Source: an optimization exercise on an open RTL-to-GDS flow (aim: small area, a short achievable clock period and few clock cycles per item). Production flows keep margins and buffers that such runs may drop. Where RTL was checked, it was by simulation tests only, not by an equivalence proof against the original. Power figures rest on the tool's default switching activity, not on a simulated workload.

## fjord
==> flow/design.v (excerpt) <==
module lc4_processor(input wire         clk,
                     input wire         rst,
                     input wire         gwe,
                     output wire [15:0] o_cur_pc,
                     input wire [15:0]  i_cur_insn_A,
                     input wire [15:0]  i_cur_insn_B,
                     output wire [15:0] o_dmem_addr,
                     input wire [15:0]  i_cur_dmem_data,
                     output wire        o_dmem_we,
                     output wire [15:0] o_dmem_towrite,
                     output wire [ 1:0] test_stall_A,
                     output wire [ 1:0] test_stall_B,
                     output wire [15:0] test_cur_pc_A,
                     output wire [15:0] test_cur_pc_B,
                     output wire [15:0] test_cur_insn_A,
                     output wire [15:0] test_cur_insn_B,
                     output wire        test_regfile_we_A,
                     output wire        test_regfile_we_B,
                     output wire [ 2:0] test_regfile_wsel_A,
                     output wire [ 2:0] test_regfile_wsel_B,
                     output wire [15:0] test_regfile_data_A,
                     output wire [15:0] test_regfile_data_B,
                     output wire        test_nzp_we_A,
                     output wire        test_nzp_we_B,
                     output wire [ 2:0] test_nzp_new_bits_A,
                     output wire [ 2:0] test_nzp_new_bits_B,
                     output wire        test_dmem_we_A,
                     output wire        test_dmem_we_B,
                     output wire [15:0] test_dmem_addr_A,
                     output wire [15:0] test_dmem_addr_B,
                     output wire [15:0] test_dmem_data_A,
                     output wire [15:0] test_dmem_data_B,
                     input  wire [ 7:0] switch_data,
                     output wire [15:0] seven_segment_data,
                     output wire [ 7:0] led_data
                     );
  ...
For scale: roughly 3000 cells after synthesis, ~340 flip-flops, roughly 310 I/O pins.
==> flow/config.mk <==
export PLATFORM = sky130hd
export DESIGN_NAME = lc4_processor
export DESIGN_NICKNAME = lc4_processor
export VERILOG_FILES = /design/flow/design.v
export SDC_FILE = /design/flow/constraint.sdc
export NUM_CORES = 4
export LEC_CHECK = 0
export CAP_MARGIN = 40
export CORE_MARGIN = 2
export CORE_UTILIZATION = 40
export SLEW_MARGIN = 60
export BUFFER_PORTS_ARGS = -buffer_cell sky130_fd_sc_hd__buf_4
==> flow/constraint.sdc <==
create_clock -name core_clock -period 38.0 [get_ports {clk}]
set_input_delay 7.6000 -clock core_clock [delete_from_list [all_inputs] [get_ports {clk}]]
set_output_delay 7.6000 -clock core_clock [all_outputs]
set_load 0.01 [all_outputs]
standard.sh (not shown) runs the stock make flow with config.mk's settings and CLKGATE_MAP_FILE= SYNTH_SCRIPT=/design/flow/synth_recipe.tcl, a recipe that flattens the netlist after the stock synthesis.
==> flow/flow/run.sh <==
#!/bin/bash
set -euo pipefail
cat >> config.mk <<'EOC'
export BUFFER_PORTS_ARGS = -buffer_cell sky130_fd_sc_hd__buf_4
EOC
bash standard.sh > flow.log 2>&1
#### Input delta (violet over fjord)
-- flow/design.v --
<<< fjord, line 157
   wire cmp_eq = (sum[15:0] == 16'd0);
   wire [15:0] cmp_res = cmp_eq ? 16'h0000 : sum[16] ? 16'hFFFF : 16'h0001;
   wire [15:0] mpp [0:15];
   genvar mi;
   generate for (mi = 0; mi < 16; mi = mi + 1) begin : mpart
      assign mpp[mi] = b[mi] ? (a << mi) : 16'd0;
   end endgenerate
   wire [15:0] mul_res = mpp[0] + mpp[1] + mpp[2] + mpp[3] + mpp[4] + mpp[5] + mpp[6] + mpp[7] +
                         mpp[8] + mpp[9] + mpp[10] + mpp[11] + mpp[12] + mpp[13] + mpp[14] + mpp[15];
   wire [15:0] logic_res = (I[5] | I[4:3] == 2'b00) ? (a & (I[5] ? imm5 : b)) :
                           (I[4:3] == 2'b01)        ? ~a :
>>> violet, line 157
   wire cmp_eq = (sum[15:0] == 16'd0);
   wire [15:0] cmp_res = cmp_eq ? 16'h0000 : sum[16] ? 16'hFFFF : 16'h0001;
   wire [15:0] mul_res = a * b;
   wire [15:0] logic_res = (I[5] | I[4:3] == 2'b00) ? (a & (I[5] ? imm5 : b)) :
                           (I[4:3] == 2'b01)        ? ~a :
Compared with fjord, in violet met2 wirelength from detailed routing dropped 8.1%; final routed wirelength across all metal layers dropped about 6%; power dropped 0.043 mW. A top layer reached by signal wires of met5 is what violet shows, while met4 belongs to fjord. On sequential share of layout area, the higher figure sits with fjord, not violet. Compare fjord and violet | detailed-router iteration count before antenna repair lower: fjord. Compared fjord against violet; mean instance size in the synthesized netlist within noise. Reported for fjord and violet, number of gates resized after CTS turned out identical to the last digit. Maximum number of pins on one net before global-route repair, fjord and violet, lower one = violet. On via density per instance, the higher figure sits with fjord, not violet. Going from fjord to violet, wire length of the first global-routing pass has decreased, final area went up, area share of buffers outside the clock network stayed essentially flat.
Testbench counts of violet, summed over its fixed seeds: cycles 73,510, instructions 64,000.
Only the layout flow was run in fjord; the RTL was not checked for function there.

==> port drivers added, routing unchanged <==
How much do the figures lean on ideal ports? The routed layouts below were timed once more, with nothing changed but the port constraints. Step 1: set_driving_cell puts a clkbuf_16 on clk and a buf_2 on each other input, an assumption about the parent block. Step 2 adds t to the input delays and takes it off the output delays; t is the mean of the earliest and latest rising clock arrival at the registers after step 1. Input paths then give back, and output paths get back, about the clock's delay inside the block. Slacks: ideal ports / drivers / drivers and shift; pairs: ideal ports / drivers.
run | shift t [ns] | slack for setup (ns) | hold slack, ns | clock arrival spread, ns
fjord | 0.637 | 28.090 / 28.090 / 28.090 | 0.417 / 0.417 / 0.417 | 0.034 / 0.034
violet | 0.643 | 28.756 / 28.695 / 28.541 | 0.418 / 0.418 / 0.418 | 0.042 / 0.042
After both steps every run listed still meets setup and hold. The setup slack of violet, which loses most, moves by -0.061 ns with the drivers and by -0.215 ns with both steps.
